Context: an optimization exercise on an open-source flow, tuned for small area, a short achievable clock period and few clock cycles per item. The choices shown serve that exercise and are no tape-out recipe.
The RTL was checked by simulation tests, not by an equivalence proof against the original design.

## before
Design montprowrap, start of the top module:
module montprowrap (clk, rst, a, b, m, r, start, done);
parameter WID = 256;
parameter K = 16;
parameter N = (WID + K - 1) / K;    
parameter E = N * K - WID;          
parameter CW = 5;
input            clk;
input            rst;
input  [WID-1:0] a;
input  [WID-1:0] b;
input  [WID-1:0] m;
output [WID-1:0] r;
input            start;
output           done;
reg          idle;    
reg          bmc;     
reg          arr;     
reg          fin1;    
reg          fin2;    
reg [CW-1:0] cnt;     
wire lastc = cnt == N - 1;
always @(posedge clk) begin
    if (rst) begin
        idle <= 1'b1;
        bmc  <= 1'b0;
        arr  <= 1'b0;
        fin1 <= 1'b0;
        fin2 <= 1'b0;
    end else begin
        idle <= (idle & ~start) | fin2;
        bmc  <= idle & start;
        arr  <= bmc | (arr & ~lastc);
        fin1 <= arr & lastc;
        fin2 <= fin1;
    end
end
always @(posedge clk) begin
    if (arr) cnt <= cnt + 1'b1;
    else     cnt <= {CW{1'b0}};
end
assign done = idle;
reg [WID-1:0] br, mr;
reg [WID:0]   bmr;
reg [K-1:0]   xr;
wire [N*K-1:0] ax = {a, {E{1'b0}}};
wire [CW-1:0]  nx = arr ? cnt + 1'b1 : {CW{1'b0}};
always @(posedge clk) begin
    br <= b;
    mr <= m;
    xr <= ax[nx*K +: K];
end
reg [WID:0] sr;    
reg [WID:0] cr;
wire [WID-1:0] so;
wire [WID:0]   co;
montpro #(WID, K) imontpro (.sni(sr[WID-1:0]), .cni(cr), .x(xr), .b(br), .m(mr), .bm(bmr), .sno(so), .cno(co));
wire [WID+1:0] ad;
wire           fin = fin1 | fin2;
cla #(WID+2, 16) iadd (.a({fin1, sr}), .b({fin, cr}), .ci(fin), .sum(ad));
wire           neg = ad[WID+1];    
always @(posedge clk) begin
    if (bmc) bmr <= ad[WID:0];
end
always @(posedge clk) begin
    if (idle)      sr <= {1'b0, b};
    else if (bmc)  sr <= {(WID+1){1'b1}};
    else if (arr)  sr <= {1'b1, so};
  ...
export LEC_CHECK = 0
export ABC_AREA = 1
export CAP_MARGIN = 20
export CORE_MARGIN = 2
export CORE_UTILIZATION = 40
export SLEW_MARGIN = 40
create_clock -name core_clock -period 130.0 [get_ports {clk}]
run.sh (not shown) runs the stock make flow with config.mk's settings and CLKGATE_MAP_FILE= SYNTH_SCRIPT=/design/flow/synth_recipe.tcl, a recipe that flattens the netlist after the stock synthesis.
before reached the final stage; the timing, design-rule and antenna checks on its layout passed.
Testbench counts of before, summed over its fixed seeds: cycles 10,752, mults 512.
For after, these inputs were changed with respect to before:
-- flow/config.mk --
<<< before, line 10
export CORE_MARGIN = 2
export CORE_UTILIZATION = 40
export SLEW_MARGIN = 40
>>> after, line 10
export CORE_MARGIN = 2
export CORE_UTILIZATION = 55
export SLEW_MARGIN = 40
## What came out
Detail-routed net length per standard cell went up slightly going from before to after. after reports a higher data arrival time of the critical path than before does. Delta (after minus before): total number of tap cells saw a decrease; initial cell density of the core rose by 15 points; area overhead of the layout relative to synthesis went down; via count of the first global-routing pass shows a reduction of 702; overall routed net length went down. The core utilization of the finished layout of after exceeds that of before by 16 points. Setup slack was lower in the run labelled after. Clock-buffer cell count ends up lower on before.

========
## job 101
Another version of the RTL of montprowrap (not shown whole).
Size: about 22000 cells after synthesis, roughly 1000 I/O pins.
clock: 130.0 ns
lec_check: 0
abc_area: 1
cap_margin: 20
core_margin: 2
core_utilization: 50
slew_margin: 40
standard.sh (not shown) runs the stock make flow with config.mk's settings and CLKGATE_MAP_FILE= SYNTH_SCRIPT=/design/flow/synth_recipe.tcl, a recipe that flattens the netlist after the stock synthesis.
==> flow/flow/run.sh <==
#!/bin/bash
# Own layout flow: the standard synthesis, but with the full adders
# (module full_adder) kept as black boxes; they then get their library cell
# (fa_1), so the adder rows keep the polarity the RTL gives them, and the
# rest of the layout is the standard flow. Each step logs here.
set -euo pipefail
orfs=$(sed -n 's/.* WORK_HOME=\([^ ]*\) .*/\1/p' standard.sh | head -n 1)
res=$orfs/results/$FLOW_PLATFORM/montprowrap/base
bash standard.sh "$res/1_2_yosys.v" "SYNTH_BLACKBOXES=full_adder" > synth.log 2>&1
python3 flow/cellmap.py "$res/1_2_yosys.v" > cellmap.log 2>&1
bash standard.sh finish "BUFFER_PORTS_ARGS=-buffer_cell sky130_fd_sc_hd__buf_2" > layout.log 2>&1
==> flow/flow/cellmap.py <==
#!/usr/bin/env python3
"""Give the synthesized netlist's full_adder instances (kept as black boxes
through synthesis) their library cell, fa_1. Rewrites the netlist in place."""
import re
import sys

CELLS = {
    "full_adder": ("sky130_fd_sc_hd__fa_1",
                   {"a": "A", "b": "B", "c_i": "CIN", "sum": "SUM", "c_o": "COUT"}),
}

path = sys.argv[1]
lines = open(path).read().split("\n")
out = []
cur = None
count = {k: 0 for k in CELLS}
head = re.compile(r"^(\s+)(full_adder)(\s+\S+\s*\()\s*$")
pin = re.compile(r"^(\s+)\.(\w+)\((.*)$")
for ln in lines:
    if cur is None:
        mo = head.match(ln)
        if mo:
            cur = mo.group(2)
            count[cur] += 1
            out.append(mo.group(1) + CELLS[cur][0] + mo.group(3))
            continue
        if re.match(r"^\s*(module|\(\*)\s*(full_adder)\b", ln):
            sys.exit("unexpected definition: " + ln)
        out.append(ln)
    else:
        mo = pin.match(ln)
        if mo:
            out.append(mo.group(1) + "." + CELLS[cur][1][mo.group(2)] + "(" + mo.group(3))
        else:
            out.append(ln)
        if ln.strip().endswith(");"):
            cur = None
open(path, "w").write("\n".join(out))
print("mapped", count)
if re.search(r"^\s+(full_adder)\s", "\n".join(out), re.M):
    sys.exit("unmapped instances left")
Testbench counts of job 101, summed over its fixed seeds: cycles 10,240, mults 512.
The following lists how job 102 was set up differently from job 101:
# job 101
export LEC_CHECK = 0
export ABC_AREA = 1
export CAP_MARGIN = 20
export CORE_MARGIN = 2
export CORE_UTILIZATION = 50
export SLEW_MARGIN = 40
create_clock -name core_clock -period 130.0 [get_ports {clk}]
# job 102
export LEC_CHECK = 0
export ABC_AREA = 1
export CAP_MARGIN = 20
export CORE_MARGIN = 2
export CORE_UTILIZATION = 45
export PLACE_DENSITY = 0.5
export SLEW_MARGIN = 40
create_clock -name core_clock -period 130.0 [get_ports {clk}]
==> flow/run.sh (new file) <==
#!/bin/bash
# synth_recipe.tcl (not shown) runs the flow's synth.tcl, then flattens the netlist and writes it again
# the make line also repeats each setting of config.mk as NAME=value (left out here)
make -C /OpenROAD-flow-scripts/flow DESIGN_CONFIG=/design/flow/config.mk WORK_HOME=/design/flow/orfs CLKGATE_MAP_FILE= SYNTH_SCRIPT=/design/flow/synth_recipe.tcl finish
removed: flow/flow/run.sh
removed: flow/flow/cellmap.py
removed: flow/standard.sh
==> comparison <==
- Per the comparison of job 102 with job 101, routed wire length grew by 17%; upper clock frequency limit now smaller.
- For job 101, the leading cell type in the layout, fill and taps excluded was sky130_fd_sc_hd__nand2_1, unlike job 102, where it was sky130_fd_sc_hd__fa_1.
- Job 102 vs job 101: post-synthesis cell area up by a few percent
- sky130_fd_sc_hd__dfxtp_4 as the slowest stage cell on the critical path was reported by job 101, and sky130_fd_sc_hd__clkdlybuf4s50_1 by job 102.
- As of job 102, detailed-route wire length on metal 1 had risen by more than 10% compared to job 101.
- Between job 101 and job 102, the flow reports count of multi-input combinational gates decreasing slightly.
- Compared with job 101, synthesized cell count in job 102 increased by more than 10%.
- Summary — via count of the first global-routing pass, job 102 relative to job 101: higher, by 10200.
- Against job 101, post-route minimum period in job 102 came out worse.
- Diff job 101 -> job 102: design area now sits higher; total number of vias now sits higher.

==> separate check: timing with driven ports <==
How much do the figures lean on ideal ports? The routed layouts below were timed once more, with nothing changed but the port constraints.
Step 1 (the two cells are an assumption about what drives the block):
set clk [get_ports {clk}]
set_driving_cell -lib_cell sky130_fd_sc_hd__clkbuf_16 $clk
set_driving_cell -lib_cell sky130_fd_sc_hd__buf_2 [delete_from_list [all_inputs] $clk]
Step 2 adds t to the input delays and takes it off the output delays; t is the mean of the earliest and latest rising clock arrival at the registers after step 1. Input paths then give back, and output paths get back, about the clock's delay inside the block.
Three values: ideal ports, drivers, drivers and shift; two values: the first two.
run | t (ns) | setup slack, ns | hold WS [ns] | latest minus earliest clock arrival (ns)
before | 1.091 | 91.856 / 91.856 / 91.856 | 0.466 / 0.466 / 0.466 | 0.092 / 0.092
after | 1.086 | 91.543 / 91.543 / 91.543 | 0.462 / 0.462 / 0.462 | 0.096 / 0.095
job 101 | 1.103 | 102.050 / 101.917 / 102.545 | 0.456 / 0.456 / 0.456 | 0.085 / 0.085
job 102 | 1.111 | 101.495 / 101.361 / 102.199 | 0.452 / 0.452 / 0.452 | 0.077 / 0.077
After both steps setup and hold are still met in every run listed.
